Background: an optimization exercise with open tools, aiming at small area, a short achievable clock period and few clock cycles. Do not read the settings as production practice.
In this exercise RTL edits were held to simulation tests only and were not proved equivalent to the original.
Power is estimated from default activity; no workload was simulated.

// booth_mul64
module booth_mul64(clk, reset_n, multiplier, multiplicand, op_start, op_clear, op_done, result);
Size in the first run: ~2100 cells after synthesis, about 260 I/O pins, about 23000 µm² of cells after synthesis.
export LEC_CHECK = 0
export CAP_MARGIN = 20
export CORE_MARGIN = 2
export CORE_UTILIZATION = 40
export SETUP_SLACK_MARGIN = 4.2
export SLEW_MARGIN = 20
create_clock -name core_clock -period 7.0 [get_ports {clk}]
standard.sh (not shown) runs the stock make flow with config.mk's settings and CLKGATE_MAP_FILE= SYNTH_SCRIPT=/design/flow/synth_recipe.tcl, a recipe that flattens the netlist after the stock synthesis.
==> flow/flow/run.sh <==
#!/bin/bash
# Layout flow: the standard flow, with the port buffers made of the
# smallest plain buffer instead of the default delay buffer, and a clock tree
# of fewer buffers without dummy loads.
set -o pipefail
export BUFFER_PORTS_ARGS="-buffer_cell sky130_fd_sc_hd__buf_1"
export CTS_ARGS="-sink_clustering_enable -repair_clock_nets -dont_use_dummy_load -buf_list sky130_fd_sc_hd__clkbuf_16 -sink_clustering_size 22 -sink_clustering_max_diameter 110"
bash standard.sh > standard.log 2>&1
Testbench counts at the start, summed over its fixed seeds: cycles 6,144.
Rerun with:
CORE_UTILIZATION = 55   (was 40)
SETUP_SLACK_MARGIN = 4.0   (was 4.2)
Outcome:
- total power shrinks by roughly a tenth
- area after synthesis stays the same
- clock skew fell by 0.016 ns
Rerun with:
ABC_AREA = 1   (was not set)
The changed run completed without violations.
Setup slack improves by 0.055 ns.
Fmax increases by about 1.9%.
Clock-buffer cell count is unchanged.
Power is lower by about 1.6%.
Synthesized cell count went up by about 23%.
Clock power is about the same.
Rerun with:
==> flow/flow/run.sh (replaced) <==
#!/bin/bash
# Layout flow: the standard flow, with the port buffers made of the
# smallest plain buffer instead of the default delay buffer, and no dummy
# loads in the clock tree.
set -o pipefail
export BUFFER_PORTS_ARGS="-buffer_cell sky130_fd_sc_hd__buf_1"
export CTS_ARGS="-sink_clustering_enable -repair_clock_nets -dont_use_dummy_load"
bash standard.sh > standard.log 2>&1
ABC_AREA = not set   (was 1)
CORE_UTILIZATION = 40   (was 55)
Outcome: Utilization decreases by 14 points; worst hold slack is worse by 0.0071 ns; design area goes up by about 1.8%; wire length fell by about 4%; clock skew increases by 0.0076 ns; sequential share of layout area drops by 0.24 points; clock power is higher by 56%; total power rises by about 7%.

---

booth_mul64, a different RTL version from the one above (not shown whole).
Size in the first run: roughly 300 flip-flops, roughly 260 I/O pins, roughly 23000 um2 of cells after synthesis.
// booth_mul64
module booth_mul64(clk, reset_n, multiplier, multiplicand, op_start, op_clear, op_done, result);
clock: 7.0 ns
lec_check: 0
abc_area: 1
cap_margin: 20
core_margin: 2
core_utilization: 55
setup_slack_margin: 4.0
slew_margin: 20
==> flow/flow/run.sh <==
#!/bin/bash
# Layout flow: the standard flow, with the port buffers made of the
# smallest plain buffer instead of the default delay buffer, and a clock tree
# of fewer buffers without dummy loads.
set -o pipefail
export BUFFER_PORTS_ARGS="-buffer_cell sky130_fd_sc_hd__buf_1"
export CTS_ARGS="-sink_clustering_enable -repair_clock_nets -dont_use_dummy_load -buf_list sky130_fd_sc_hd__clkbuf_16 -sink_clustering_size 22 -sink_clustering_max_diameter 110"
bash standard.sh > standard.log 2>&1
The starting point completed with no timing, DRC or antenna violations.
Testbench counts at the start, summed over its fixed seeds: cycles 6,144.
Rerun with:
- SETUP_SLACK_MARGIN: 4.0 -> 4.1
Area after synthesis does not change.
Utilization rises by 0.52 points.
Final cell count stays flat.

---

RTL: one of the versions met above, not the one the previous note started from.
For scale: roughly 2,100 cells after synthesis, about 300 flip-flops, roughly 260 I/O pins.
export LEC_CHECK = 0
export CAP_MARGIN = 20
export CORE_MARGIN = 2
export CORE_UTILIZATION = 40
export SETUP_SLACK_MARGIN = 4.0
export SLEW_MARGIN = 20
create_clock -name core_clock -period 7.0 [get_ports {clk}]
==> flow/flow/run.sh <==
#!/bin/bash
# Layout flow: the standard flow, with the port buffers made of the
# smallest plain buffer instead of the default delay buffer, and a clock tree
# of fewer, smaller buffers without dummy loads.
set -o pipefail
export BUFFER_PORTS_ARGS="-buffer_cell sky130_fd_sc_hd__buf_1"
export CTS_ARGS="-sink_clustering_enable -repair_clock_nets -dont_use_dummy_load -buf_list {sky130_fd_sc_hd__clkbuf_8 sky130_fd_sc_hd__clkbuf_16} -sink_clustering_size 20"
bash standard.sh > standard.log 2>&1
The baseline passed the timing, DRC and antenna checks.
Testbench counts at the start, summed over its fixed seeds: cycles 6,144.
Change:
==> flow/flow/run.sh (replaced) <==
#!/bin/bash
# Layout flow: the standard flow, with the port buffers made of the
# smallest plain buffer instead of the default delay buffer, and a clock tree
# of fewer buffers without dummy loads.
set -o pipefail
export BUFFER_PORTS_ARGS="-buffer_cell sky130_fd_sc_hd__buf_1"
export CTS_ARGS="-sink_clustering_enable -repair_clock_nets -dont_use_dummy_load -buf_list sky130_fd_sc_hd__clkbuf_16 -sink_clustering_size 22 -sink_clustering_max_diameter 110"
bash standard.sh > standard.log 2>&1
--- a/flow/config.mk
+++ b/flow/config.mk
@@ -7,0 +8 @@
+export ABC_AREA = 1
@@ -11 +12 @@
-export SETUP_SLACK_MARGIN = 4.0
+export SETUP_SLACK_MARGIN = 4.2
Outcome: Non-clock buffer count came out higher by 21; fmax went up by a few percent; register-to-register slack improved by 0.10 ns; sequential cell count is unchanged; power fell by a few percent; worst hold slack gets better by 0.020 ns; first-iteration DRC count is lower slightly.

==> separate check: timing with driven ports <==
Ports are ideal in the flow. The routed layouts listed here were re-timed in OpenROAD. Step 1 (the two cells are an assumption about what drives the block):
set clk [get_ports {clk}]
set_driving_cell -lib_cell sky130_fd_sc_hd__clkbuf_16 $clk
set_driving_cell -lib_cell sky130_fd_sc_hd__buf_2 [delete_from_list [all_inputs] $clk]
Step 2 adds t to the input delays and takes it off the output delays; t is the mean of the earliest and latest rising clock arrival at the registers after step 1. Input paths then give back, and output paths get back, about the clock's delay inside the block. a / b / c = ideal ports / drivers / drivers and shift; a / b = the first two.
| run | t (ns) | setup slack, ns | worst setup path after step 2 | slew at the worst register clock pin (ns) | worst slew at a driven data input, ns |
|---|---|---|---|---|---|
| the first run of note 1 | 0.595 | 3.961 / 3.961 / 3.923 | input to register | 0.11 / 0.11 | 0.06 |
| the second run of note 1 | 0.587 | 4.014 / 4.014 / 4.014 | register to register | 0.12 / 0.12 | 0.05 |
| the third run of note 1 | 0.593 | 4.068 / 4.068 / 4.068 | register to register | 0.10 / 0.10 | 0.04 |
| the fourth run of note 1 | 0.606 | 3.991 / 3.991 / 3.788 | input to register | 0.06 / 0.06 | 0.06 |
| the first run of note 2 | 0.593 | 4.024 / 4.024 / 4.024 | register to register | 0.11 / 0.11 | 0.06 |
| the second run of note 2 | 0.590 | 4.094 / 4.094 / 4.094 | register to register | 0.11 / 0.11 | 0.06 |
| the first run of note 3 | 0.606 | 3.991 / 3.991 / 3.788 | input to register | 0.06 / 0.06 | 0.06 |
| the second run of note 3 | 0.595 | 4.093 / 4.093 / 4.093 | register to register | 0.10 / 0.10 | 0.05 |
After both steps every run listed still meets setup and hold.
